This design comes from an exercise in tuning for small area and a short achievable clock period on the open sky130 flow, not from production work. The RTL was checked by simulation tests, not by an equivalence proof against the original design.

==> inputs of 11-28 <==
// ALU_top
module ALU_top (clk, A, B, sel, Cin, Y, Cout, Negative, Zero, Overflow);
Settings: LEC_CHECK=0, CAP_MARGIN=40, CORE_MARGIN=2, CORE_UTILIZATION=55, SLEW_MARGIN=40, SYNTH_HIERARCHICAL=1; clock period 17.0 ns.
standard.sh (not shown) runs the stock make flow with config.mk's settings and CLKGATE_MAP_FILE= SYNTH_SCRIPT=/design/flow/synth_recipe.tcl, a recipe that flattens the netlist after the stock synthesis.
==> flow/flow/run.sh <==
#!/bin/bash
# Own layout flow: the standard flow (standard.sh) with three changes.
#  1. Synthesis: the standard synthesis script, except that the final ABC
#     technology mapping uses flow/abc_area_map.script (area-oriented "map -a"
#     instead of "map -B 0.9" with buffering/upsizing). Registers, fsm/share
#     skipping, flattening and renaming are those of synth_recipe.tcl.
#  2. The timing repair after CTS aims for 10 ns of setup slack
#     (SETUP_SLACK_MARGIN); the clock period and constraints are unchanged.
#  3. After global routing only the design (slew/cap) repair and hold repair
#     run: the setup margin there is 0, so no further setup-driven upsizing.
# Each tool's output is in orfs/logs/ and the whole run's in run_*.log here.
set -euo pipefail
here=$(pwd)
cp flow/abc_area_map.script "$here/abc_area_map.script"
{
  echo 'proc abc {args} {'
  echo '  set i [lsearch -exact $args -script]'
  echo "  if {\$i >= 0} { lset args [expr {\$i + 1}] $here/abc_area_map.script }"
  echo '  yosys abc {*}$args'
  echo '}'
  cat synth_recipe.tcl
} > my_synth.tcl
sed "s|SYNTH_SCRIPT=[^ ]*|SYNTH_SCRIPT=$here/my_synth.tcl|" standard.sh > my_standard.sh
grep -q "SYNTH_SCRIPT=$here/my_synth.tcl" my_standard.sh
bash my_standard.sh cts SETUP_SLACK_MARGIN=10 > run_to_cts.log 2>&1
bash my_standard.sh finish SETUP_SLACK_MARGIN=0 > run_finish.log 2>&1
==> flow/flow/abc_area_map.script <==
strash
dch
map -a
topo
stime -c
==> 01-07: changes against 11-28 <==
--- a/flow/design.v
+++ b/flow/design.v
@@ -391,20 +391,17 @@
   wire [31:0] fadd;
   assign fadd[22:0] = fnorm ? fman[23:1] : fman[22:0];
   assign fadd[30:23] = fnorm ? big_e + 8'd1 : big_e;
   assign fadd[31] = A[31] ^ (dif & ~greater);
   wire ns9 = ~s9;
   wire [23:0] mx = {~s9, A[22:16] & {7{~s9}}, A[15:0]};
   wire [23:0] my = {~s9, B[22:16] & {7{~s9}}, B[15:0]};
-  wire ns9x, ns9y;
-  DN9 udn9x (.sel(sel), .y(ns9x));
-  DN9 udn9y (.sel(sel), .y(ns9y));
-  wire [23:0] xg = {ns9x, A[22:16] & {7{ns9x}}, A[15:0]};    
+  wire [23:0] xg = {ns9, A[22:16] & {7{ns9}}, A[15:0]};    
   wire [23:0] xu = {1'b1, A[22:0]};                       
-  wire [24:0] yv = {ns9y, B[22:16] & {7{ns9y}}, B[15:0], 1'b0};   
+  wire [24:0] yv = {ns9, B[22:16] & {7{ns9}}, B[15:0], 1'b0};   
   wire bo0 = yv[1] ^ yv[0];
   wire bt0 = (yv[2] & ~yv[1] & ~yv[0]) | (~yv[2] & yv[1] & yv[0]);
   wire bn0 = yv[2] & ~(yv[1] & yv[0]);
   wire [24:0] bx0 = {1'b0, xg} ^ {25{bn0}};
   wire q265;
   BSEL uq265 (.o(bo0), .x(bx0[0]), .t(bt0), .xp(bn0), .y(q265));
   wire q266;
@@ -2341,16 +2338,18 @@
       4'd14: Y = fadd_s;
       default: Y = fmul_s;
     endcase
   end
   wire shl = (sel == 4'd10) | (sel == 4'd11);
   wire zf = fnorm ? ~(|fman[23:1]) : ~(|fman[22:0]);
   wire zm = prod[47] ? (~(|prod[46:24]) & (esum == 8'hff)) : (~(|prod[45:23]) & (esum == 8'h00));
-  wire zp = ~(|prod[31:0]);
-  wire zadd = ~(|asum);               
+  wire [31:0] zq = mp[31:0] ^ {ra[30:0] | rb[30:0], 1'b0};
+  wire zp = ~(|zq);
+  wire za = (A == B);
+  wire zadd = s6 ? ~(|asum) : za;
   reg zo;
   always @(*) begin
     case (sel)
       4'd0: zo = ~(A[0] & B[0]);
       4'd1: zo = ~(A[0] | B[0]);
       4'd2: zo = A[0];
       4'd3: zo = A[0] | B[0];
==> flow/flow/run.sh (replaced) <==
#!/bin/bash
# Own layout flow: the standard flow (standard.sh) with two changes.
#  1. Synthesis: the standard synthesis script, except that the final ABC
#     technology mapping uses flow/abc_area_map.script (area-oriented "map -a"
#     instead of "map -B 0.9" with buffering/upsizing). Registers, fsm/share
#     skipping, flattening and renaming are those of synth_recipe.tcl.
#  2. Timing repair after CTS and global routing aims for 10 ns of setup slack
#     (SETUP_SLACK_MARGIN); the clock period and constraints are unchanged.
# Each tool's output is in orfs/logs/ and the whole run's in run_standard.log.
set -euo pipefail
here=$(pwd)
cp flow/abc_area_map.script "$here/abc_area_map.script"
{
  echo 'proc abc {args} {'
  echo '  set i [lsearch -exact $args -script]'
  echo "  if {\$i >= 0} { lset args [expr {\$i + 1}] $here/abc_area_map.script }"
  echo '  yosys abc {*}$args'
  echo '}'
  cat synth_recipe.tcl
} > my_synth.tcl
echo "export SETUP_SLACK_MARGIN = 10" >> config.mk
sed "s|SYNTH_SCRIPT=[^ ]*|SYNTH_SCRIPT=$here/my_synth.tcl|" standard.sh > my_standard.sh
grep -q "SYNTH_SCRIPT=$here/my_synth.tcl" my_standard.sh
bash my_standard.sh > run_standard.log 2>&1
- CAP_MARGIN: 40 -> 20
- CORE_UTILIZATION: 55 -> 50
- SETUP_SLACK_MARGIN: default -> 10
- SLEW_MARGIN: 40 -> 20
==> comparison <==
- In 01-07 the global-route usage is lower than in 11-28, by 0.26 points.
- Between 01-07 and 11-28, the lower wire length is in 11-28 (gap about 15%, measured against 11-28).
- Between 01-07 and 11-28, the lower cell count is in 11-28 (gap 7.1%, measured against 11-28).
- Against 11-28, the register-to-register slack of 01-07 is lower by 0.13 ns.
- Of 01-07 and 11-28, 01-07 has the higher synthesized area (gap 2.4%, measured against 11-28).
- Core utilization: 01-07 is lower than 11-28 (0.35 points).
- In 11-28 the first-iteration DRC count is smaller than in 01-07, by about 11%.
- Between 01-07 and 11-28, the lower critical path depth is in 11-28 (gap 21).
- Against 01-07, the worst setup slack of 11-28 is higher by 0.13 ns.
- In flip-flop and latch count, 11-28 and 01-07 do not differ.

==> 02-02 <==
Another version of the RTL of ALU_top (not shown whole).
export LEC_CHECK = 0
export CAP_MARGIN = 40
export CORE_MARGIN = 2
export CORE_UTILIZATION = 55
export SLEW_MARGIN = 40
export SYNTH_HIERARCHICAL = 1
export BUFFER_PORTS_ARGS = -buffer_cell sky130_fd_sc_hd__buf_1
create_clock -name core_clock -period 17.0 [get_ports {clk}]
==> flow/flow/run.sh <==
#!/bin/bash
# Own layout flow: the standard flow (standard.sh) with three changes.
#  1. Synthesis: the standard synthesis script, except that the final ABC
#     technology mapping uses flow/abc_area_map.script (area-oriented "map -a"
#     instead of "map -B 0.9" with buffering/upsizing). Registers, fsm/share
#     skipping, flattening and renaming are those of synth_recipe.tcl.
#  2. The timing repair after CTS aims for 10 ns of setup slack
#     (SETUP_SLACK_MARGIN); the clock period and constraints are unchanged.
#  3. After global routing only the design (slew/cap) repair and hold repair
#     run: the setup margin there is 0, so no further setup-driven upsizing.
#  4. Port buffers are sky130_fd_sc_hd__buf_1 (every port still gets one).
# Each tool's output is in orfs/logs/ and the whole run's in run_*.log here.
set -euo pipefail
here=$(pwd)
cp flow/abc_area_map.script "$here/abc_area_map.script"
{
  echo 'proc abc {args} {'
  echo '  set i [lsearch -exact $args -script]'
  echo "  if {\$i >= 0} { lset args [expr {\$i + 1}] $here/abc_area_map.script }"
  echo '  yosys abc {*}$args'
  echo '}'
  cat synth_recipe.tcl
} > my_synth.tcl
sed "s|SYNTH_SCRIPT=[^ ]*|SYNTH_SCRIPT=$here/my_synth.tcl|" standard.sh > my_standard.sh
grep -q "SYNTH_SCRIPT=$here/my_synth.tcl" my_standard.sh
echo "export BUFFER_PORTS_ARGS = -buffer_cell sky130_fd_sc_hd__buf_1" >> config.mk
bash my_standard.sh cts SETUP_SLACK_MARGIN=10 > run_to_cts.log 2>&1
bash my_standard.sh finish SETUP_SLACK_MARGIN=0 > run_finish.log 2>&1
Scripts as last shown in full above: flow/flow/abc_area_map.script
==> 10-15: changes against 02-02 <==
--- a/flow/config.mk
+++ b/flow/config.mk
@@ -9,3 +9,3 @@
 export CORE_MARGIN = 2
-export CORE_UTILIZATION = 55
+export CORE_UTILIZATION = 60
 export SLEW_MARGIN = 40
==> impl_metrics.json <==
{
  "coreArea_um2": 44120,
  "die_w_um": 215.1,
  "reg2reg_depth": 31,
  "die_height_um": 215.1,
  "wl_met1_um": 37340,
  "place.gp.congestion": 1.096,
  "outcome": "complete, no violations",
  "seqCellArea_um2": 2141,
  "first_pass_iters": 7,
  "wl_per_cell_um": 26.91,
  "final_util_pct": 65.02,
  "top_layer": "met4",
  "design_area_um2": 28690,
  "route.met2.wl_um": 47830,
  "grt_pass1_vias": 28060,
  "drt_iter0_drc": 3418
}
the above is filed under 02-02

==> impl_metrics.json <==
{
  "reg2reg_depth": 33,
  "first_pass_iters": 10,
  "wl_met1_um": 36180,
  "coreArea_um2": 40550,
  "drt_iter0_drc": 3639,
  "grt_pass1_vias": 28430,
  "seqCellArea_um2": 2143,
  "final_util_pct": 71.55,
  "route.met2.wl_um": 47590,
  "outcome": "complete, no violations",
  "design_area_um2": 29020,
  "place.gp.congestion": 1.129,
  "wl_per_cell_um": 27.39,
  "die_height_um": 206.1
}
the above is filed under 10-15

==> what the ideal ports hide <==
The flow's constraints put no driver on any port. The routed layouts listed below were extracted and timed again, unchanged, in two steps.
Step 1 (the two cells are an assumption about what drives the block):
set clk [get_ports {clk}]
set_driving_cell -lib_cell sky130_fd_sc_hd__clkbuf_16 $clk
set_driving_cell -lib_cell sky130_fd_sc_hd__buf_2 [delete_from_list [all_inputs] $clk]
Step 2 times the ports against the registers' clock, not the clock port: input delays grow and output delays shrink by t, the midpoint of the rising clock arrivals with the driver on.
Slacks: no drivers / after step 1 / after step 2; pairs: no drivers / after step 1.
| run | t (ns) | slack for setup (ns) | worst setup path after step 2 | worst register clock-pin slew, ns | pins driven straight from the clock port |
|---|---|---|---|---|---|
| 11-28 | 0.470 | 9.719 / 9.719 / 9.719 | register to register | 0.10 / 0.10 | 1 |
| 01-07 | 0.470 | 9.593 / 9.593 / 9.593 | register to register | 0.12 / 0.12 | 1 |
| 02-02 | 0.443 | 9.515 / 9.515 / 9.515 | register to register | 0.09 / 0.09 | 1 |
| 10-15 | 0.435 | 9.463 / 9.463 / 9.463 | register to register | 0.09 / 0.09 | 1 |
After both steps setup and hold are still met in every run listed.
